This design comes from an exercise in tuning for small area, a short achievable clock period and few clock cycles on the open sky130 flow, not from production work.
RTL that was checked went through simulation tests only; none was proved equivalent to the original.
Power and IR drop assume default switching activity.

== build 72 ==
// seq_gcd
module seq_gcd (
	input  wire        clk,
	input  wire        rst_n,
	input  wire [31:0] la_write_a,
	input  wire [31:0] la_write_b,
	input  wire [31:0] a_i,
	input  wire [31:0] b_i,
	output wire [31:0] gcd_o,
	output wire [31:0] rdata,
	output reg         ready
);
Size: about 66 flip-flops, roughly 12000 um2 of cells after synthesis.
==> flow/config.mk <==
export PLATFORM = sky130hd
export DESIGN_NAME = seq_gcd
export DESIGN_NICKNAME = seq_gcd
export VERILOG_FILES = /design/flow/design.v
export SDC_FILE = /design/flow/constraint.sdc
export NUM_CORES = 4
export LEC_CHECK = 0
export ABC_AREA = 1
export CAP_MARGIN = 0
export CORE_MARGIN = 2
export CORE_UTILIZATION = 50
export PLACE_DENSITY = 0.7
export SLEW_MARGIN = 0
==> flow/constraint.sdc <==
create_clock -name core_clock -period 70.0 [get_ports {clk}]
set_input_delay 14.0000 -clock core_clock [delete_from_list [all_inputs] [get_ports {clk}]]
set_output_delay 14.0000 -clock core_clock [all_outputs]
set_load 0.01 [all_outputs]
standard.sh (not shown) runs the stock make flow with config.mk's settings and CLKGATE_MAP_FILE= SYNTH_SCRIPT=/design/flow/synth_recipe.tcl, a recipe that flattens the netlist after the stock synthesis.
==> flow/flow/run.sh <==
#!/bin/bash
# The standard layout with two changes: port buffers use the smallest buffer
# cell (buf_1) instead of buffer_ports' default choice, and clock tree
# synthesis uses small clock buffers and adds no dummy loads.
set -euo pipefail
export BUFFER_PORTS_ARGS="-buffer_cell sky130_fd_sc_hd__buf_1"
export CTS_ARGS="-sink_clustering_enable -repair_clock_nets -dont_use_dummy_load -buf_list sky130_fd_sc_hd__clkbuf_4 -root_buf sky130_fd_sc_hd__clkbuf_8"
bash standard.sh > flow.log 2>&1
Testbench counts of build 72, summed over its fixed seeds: cycles 24,209.
## Diff of input files: build 98 against build 72
- CAP_MARGIN: 0 -> 20
- PLACE_DENSITY: 0.7 -> 0.8
- SLEW_MARGIN: 0 -> 20
- CORE_UTILIZATION: 50 -> 65
==> flow/flow/run.sh <==
#!/bin/bash
# The standard layout with these changes: port buffers use the smallest
# buffer cell (buf_1) instead of buffer_ports' default choice; clock tree
# synthesis adds no dummy loads; after global placement, upsize.tcl gives
# the a_q flip-flops, which drive gcd_o, the next drive strength.
set -euo pipefail
export BUFFER_PORTS_ARGS="-buffer_cell sky130_fd_sc_hd__buf_1"
export CTS_ARGS="-sink_clustering_enable -repair_clock_nets -dont_use_dummy_load -buf_list sky130_fd_sc_hd__clkbuf_4 -root_buf sky130_fd_sc_hd__clkbuf_8"
export POST_GLOBAL_PLACE_TCL="$(pwd)/flow/upsize.tcl"
bash standard.sh > flow.log 2>&1
==> flow/flow/upsize.tcl (new file) <==
# Sourced after global placement (POST_GLOBAL_PLACE_TCL): gcd_o comes
# straight from the a_q flip-flops through the output buffers, so give those
# flip-flops the next drive strength (same cell type).
set block [ord::get_db_block]
set n 0
foreach inst [$block getInsts] {
  set name [$inst getName]
  set master [[$inst getMaster] getName]
  if {[string match {a_q*} $name] && $master eq "sky130_fd_sc_hd__dfxtp_1"} {
    $inst swapMaster [[ord::get_db] findMaster sky130_fd_sc_hd__dfxtp_2]
    incr n
  }
}
puts "upsize.tcl: $n flip-flops upsized"
Notes after the runs:
Re count of antenna-violating nets left after detailed routing: no difference whatsoever between build 98 and build 72. Build 98 vs build 72, worst setup path endpoint: gcd_o[6] vs gcd_o[10]. In the flow results for build 72 and build 98, the logic depth of the worst register-to-register path is smaller on build 72. In the metrics for build 72 and build 98, the one carrying the higher slew at the pin with the worst max-slew slack is build 72. Build 98 | stages: all done | timing, DRC, antenna: all pass.
For build 84, these inputs were changed with respect to build 98:
- CORE_UTILIZATION: 65 -> 50
- PLACE_DENSITY: 0.8 -> 0.7
==> flow/flow/run.sh <==
#!/bin/bash
# The standard layout with two changes: port buffers use the smallest buffer
# cell (buf_1) instead of buffer_ports' default choice, and clock tree
# synthesis uses small clock buffers and adds no dummy loads.
set -euo pipefail
export BUFFER_PORTS_ARGS="-buffer_cell sky130_fd_sc_hd__buf_1"
export CTS_ARGS="-sink_clustering_enable -repair_clock_nets -dont_use_dummy_load -buf_list sky130_fd_sc_hd__clkbuf_4 -root_buf sky130_fd_sc_hd__clkbuf_8"
bash standard.sh > flow.log 2>&1
removed: flow/flow/upsize.tcl
### Flow results
- Lower cell area was reported by build 98, not build 84.
- Delta (build 84 minus build 98): cell depth of the worst flop-to-flop path now sits lower; total cell area at the placement stage now sits higher; die boundary height increased 14%; initial antenna violation count went down; net load switching power fell by 2.1%.
- Build 84 vs build 98, count of filler cells inserted in the layout went up by 806.
- Build 84 vs build 98 — final cell count rose 3.8%.
- The setup slack of build 84 is smaller than that of build 98.
- Build 84 vs build 98: number of non-clock buffers in the layout down slightly
- Part of the total power dissipated in combinational logic down 0.3 points in build 84 wrt build 98
- Build 98 ended up with a_q[6] as its start point of the critical path; build 84 ended up with a_q[10].

========
run A:
Another version of the RTL of seq_gcd (not shown whole).
Size: about 66 flip-flops, about 200 I/O pins, roughly 0.012 mm^2 of cells after synthesis.
Settings: LEC_CHECK=0, ABC_AREA=1, CAP_MARGIN=20, CORE_MARGIN=2, CORE_UTILIZATION=70, PLACE_DENSITY=0.85, SLEW_MARGIN=20; clock period 70.0 ns.
==> flow/flow/run.sh <==
#!/bin/bash
# The standard layout with two changes: port buffers use the smallest buffer
# cell (buf_1) instead of buffer_ports' default choice, and clock tree
# synthesis uses small clock buffers and adds no dummy loads.
set -euo pipefail
export BUFFER_PORTS_ARGS="-buffer_cell sky130_fd_sc_hd__buf_1"
export CTS_ARGS="-sink_clustering_enable -repair_clock_nets -dont_use_dummy_load -buf_list sky130_fd_sc_hd__clkbuf_4 -root_buf sky130_fd_sc_hd__clkbuf_8"
bash standard.sh > flow.log 2>&1
The following lists how run B was set up differently from run A:
# run A
export LEC_CHECK = 0
export ABC_AREA = 1
export CAP_MARGIN = 20
export CORE_MARGIN = 2
export CORE_UTILIZATION = 70
export PLACE_DENSITY = 0.85
export SLEW_MARGIN = 20
create_clock -name core_clock -period 70.0 [get_ports {clk}]
# run B
export LEC_CHECK = 0
export ABC_AREA = 1
export CAP_MARGIN = 20
export CORE_MARGIN = 2
export CORE_UTILIZATION = 60
export GPL_TIMING_DRIVEN = 1
export PLACE_DENSITY = 0.75
export SLEW_MARGIN = 20
create_clock -name core_clock -period 70.0 [get_ports {clk}]
Findings:
Going from run A to run B, starting density of the core decreased by 10 points relative to the old numbers; count of final hold-check violations closely matched the old numbers; sequential power share closely matched the old numbers; minimum clock period after layout increased by 0.081 ns relative to the old numbers.
## Diff of input files: run C against run B
# run B
export LEC_CHECK = 0
export ABC_AREA = 1
export CAP_MARGIN = 20
export CORE_MARGIN = 2
export CORE_UTILIZATION = 60
export GPL_TIMING_DRIVEN = 1
export PLACE_DENSITY = 0.75
export SLEW_MARGIN = 20
create_clock -name core_clock -period 70.0 [get_ports {clk}]
# run C
export LEC_CHECK = 0
export ABC_AREA = 1
export CAP_MARGIN = 20
export CORE_MARGIN = 2
export CORE_UTILIZATION = 50
export PLACE_DENSITY = 0.7
export SLEW_MARGIN = 20
create_clock -name core_clock -period 70.0 [get_ports {clk}]
### Flow results
Per the comparison of run C with run B, critical path depth lost about 10%; post-layout worst setup margin +0.080 ns; post-route minimum period shrank by 0.080 ns; total power density per cell area now sits lower; number of distinct library cells after synthesis now sits at about the same level.
Run C against run B: number of clock sinks seen by CTS shows no meaningful change, share of final-layout standard cells stronger than drive strength 1 comparable.
Run comparison: run B start point of the critical path a_q[0]; run C start point of the critical path b_q[4]
No run of this note included a check of the RTL's function; only the layout flow was run.

========
## v9
RTL: one of the versions met above, not the one the previous note started from.
For scale: ~2000 cells after synthesis, roughly 66 flip-flops, about 0.012 mm² of cells after synthesis.
export LEC_CHECK = 0
export ABC_AREA = 1
export CAP_MARGIN = 20
export CORE_MARGIN = 2
export CORE_UTILIZATION = 50
export PLACE_DENSITY = 0.7
export SLEW_MARGIN = 20
create_clock -name core_clock -period 70.0 [get_ports {clk}]
==> flow/flow/run.sh <==
#!/bin/bash
# The standard layout with these changes: port buffers use the smallest
# buffer cell (buf_1) instead of buffer_ports' default choice; clock tree
# synthesis adds no dummy loads; after global placement, upsize.tcl gives
# the a_q flip-flops, which drive gcd_o, the next drive strength.
set -euo pipefail
export BUFFER_PORTS_ARGS="-buffer_cell sky130_fd_sc_hd__buf_1"
export CTS_ARGS="-sink_clustering_enable -repair_clock_nets -dont_use_dummy_load -buf_list sky130_fd_sc_hd__clkbuf_4 -root_buf sky130_fd_sc_hd__clkbuf_8"
export POST_GLOBAL_PLACE_TCL="$(pwd)/flow/upsize.tcl"
bash standard.sh > flow.log 2>&1
==> flow/flow/upsize.tcl <==
# Sourced after global placement (POST_GLOBAL_PLACE_TCL): gcd_o comes
# straight from the a_q flip-flops through the output buffers, so give those
# flip-flops the next drive strength (same cell type).
set block [ord::get_db_block]
set n 0
foreach inst [$block getInsts] {
  set name [$inst getName]
  set master [[$inst getMaster] getName]
  if {[string match {a_q*} $name] && $master eq "sky130_fd_sc_hd__dfxtp_1"} {
    $inst swapMaster [[ord::get_db] findMaster sky130_fd_sc_hd__dfxtp_2]
    incr n
  }
}
puts "upsize.tcl: $n flip-flops upsized"
Testbench counts of v9, summed over its fixed seeds: cycles 24,209.
### v9 -> v8
==> flow/flow/run.sh <==
#!/bin/bash
# The standard layout with these changes: port buffers use the smallest
# buffer cell (buf_1) instead of buffer_ports' default choice; clock tree
# synthesis uses clkbuf_16 buffers and adds no dummy loads; after global placement, upsize.tcl gives
# the a_q flip-flops, which drive gcd_o, the next drive strength.
set -euo pipefail
export BUFFER_PORTS_ARGS="-buffer_cell sky130_fd_sc_hd__buf_1"
export CTS_ARGS="-sink_clustering_enable -repair_clock_nets -dont_use_dummy_load -buf_list sky130_fd_sc_hd__clkbuf_16 -root_buf sky130_fd_sc_hd__clkbuf_16"
export POST_GLOBAL_PLACE_TCL="$(pwd)/flow/upsize.tcl"
bash standard.sh > flow.log 2>&1
### Flow results
Summary: net switching power, v8 worse than v9. As far as post-place instance area goes, v8 and v9 are indistinguishable; the numbers are identical. Compared with v9, v8 shows a total length of routed met3 wires that is 99 µm higher. Routed length on met2: v8 vs v9, no meaningful difference.
## Diff of input files: v22 against v8
==> flow/flow/run.sh <==
#!/bin/bash
# The standard layout with these changes: port buffers use the smallest
# buffer cell (buf_1) instead of buffer_ports' default choice; clock tree
# synthesis uses small clock buffers and adds no dummy loads; after global
# placement, upsize.tcl gives the a_q flip-flops and gcd_o's output buffers
# the next drive strength.
set -euo pipefail
export BUFFER_PORTS_ARGS="-buffer_cell sky130_fd_sc_hd__buf_1"
export CTS_ARGS="-sink_clustering_enable -repair_clock_nets -dont_use_dummy_load -buf_list sky130_fd_sc_hd__clkbuf_2 -root_buf sky130_fd_sc_hd__clkbuf_8"
export POST_GLOBAL_PLACE_TCL="$(pwd)/flow/upsize.tcl"
bash standard.sh > flow.log 2>&1
==> flow/flow/upsize.tcl <==
# Sourced after global placement (POST_GLOBAL_PLACE_TCL): gcd_o comes
# straight from the a_q flip-flops through the output buffers, so give those
# flip-flops and buffers the next drive strength (same cell types).
set block [ord::get_db_block]
foreach inst [$block getInsts] {
  set name [$inst getName]
  set master [[$inst getMaster] getName]
  if {[string match {a_q\[*} $name] && $master eq "sky130_fd_sc_hd__dfxtp_1"} {
    replace_cell $name sky130_fd_sc_hd__dfxtp_2
  }
}
foreach port [$block getBTerms] {
  if {![string match {gcd_o*} [$port getName]]} { continue }
  set net [$port getNet]
  foreach iterm [$net getITerms] {
    set inst [$iterm getInst]
    if {[[$inst getMaster] getName] eq "sky130_fd_sc_hd__buf_1"} {
      replace_cell [$inst getName] sky130_fd_sc_hd__buf_2
    }
  }
}
Notes after the runs:
v22: all stages complete, timing, DRC and antenna checks passed. v22 vs v8: sequential cell area in the final layout down by a few percent. Est. power | v22 vs v8 | v22 lower. Between v22 and v8, it is v22 whose logic gate share of total power is higher, by 2.3 points. Clock group power: v22 lower than v8. v8 has higher global-route track usage on met1 than v22. v22 vs. v8: final area decreased by about 0.8% relative to the old numbers; share of the cycle needed by the critical path after routing increased by 0.19 points relative to the old numbers; first-pass GRT wire length closely matched the old numbers; number of cells on the worst hold path closely matched the old numbers. v22: via count of the first global-routing pass is 70 lower than what v8 reported. Worst setup margin (v22 over v8): decrease, 130 ps.

[afterwards: timing with drivers on the ports]
No port has a modelled driver above. Below, the same layouts with a new extraction and two added sets of constraints.
Step 1: set_driving_cell puts a clkbuf_16 on clk and a buf_2 on each other input, an assumption about the parent block.
Step 2 moves the port delays by t, midway between the first and last clock arrival at a register: inputs arrive t later, outputs are due t later. That takes back most of the time a late clock gives input paths.
a / b / c = ideal / step 1 / step 2; a / b = the first two.
run | shift t [ns] | setup WS [ns] | worst data-port slew with drivers (ns)
build 72 | 0.417 | 54.909 / 54.867 / 55.112 | 0.04
build 98 | 0.428 | 55.001 / 54.962 / 55.028 | 0.07
build 84 | 0.415 | 54.911 / 54.869 / 55.111 | 0.04
run A | 0.396 | 54.570 / 54.570 / 54.570 | 0.05
run B | 0.409 | 54.489 / 54.489 / 54.489 | 0.06
run C | 0.390 | 54.569 / 54.569 / 54.569 | 0.08
v9 | 0.419 | 54.993 / 54.953 / 55.113 | 0.04
v8 | 0.393 | 55.037 / 54.991 / 55.112 | 0.04
v22 | 0.409 | 54.904 / 54.864 / 55.124 | 0.04
After both steps every run listed still meets setup and hold.
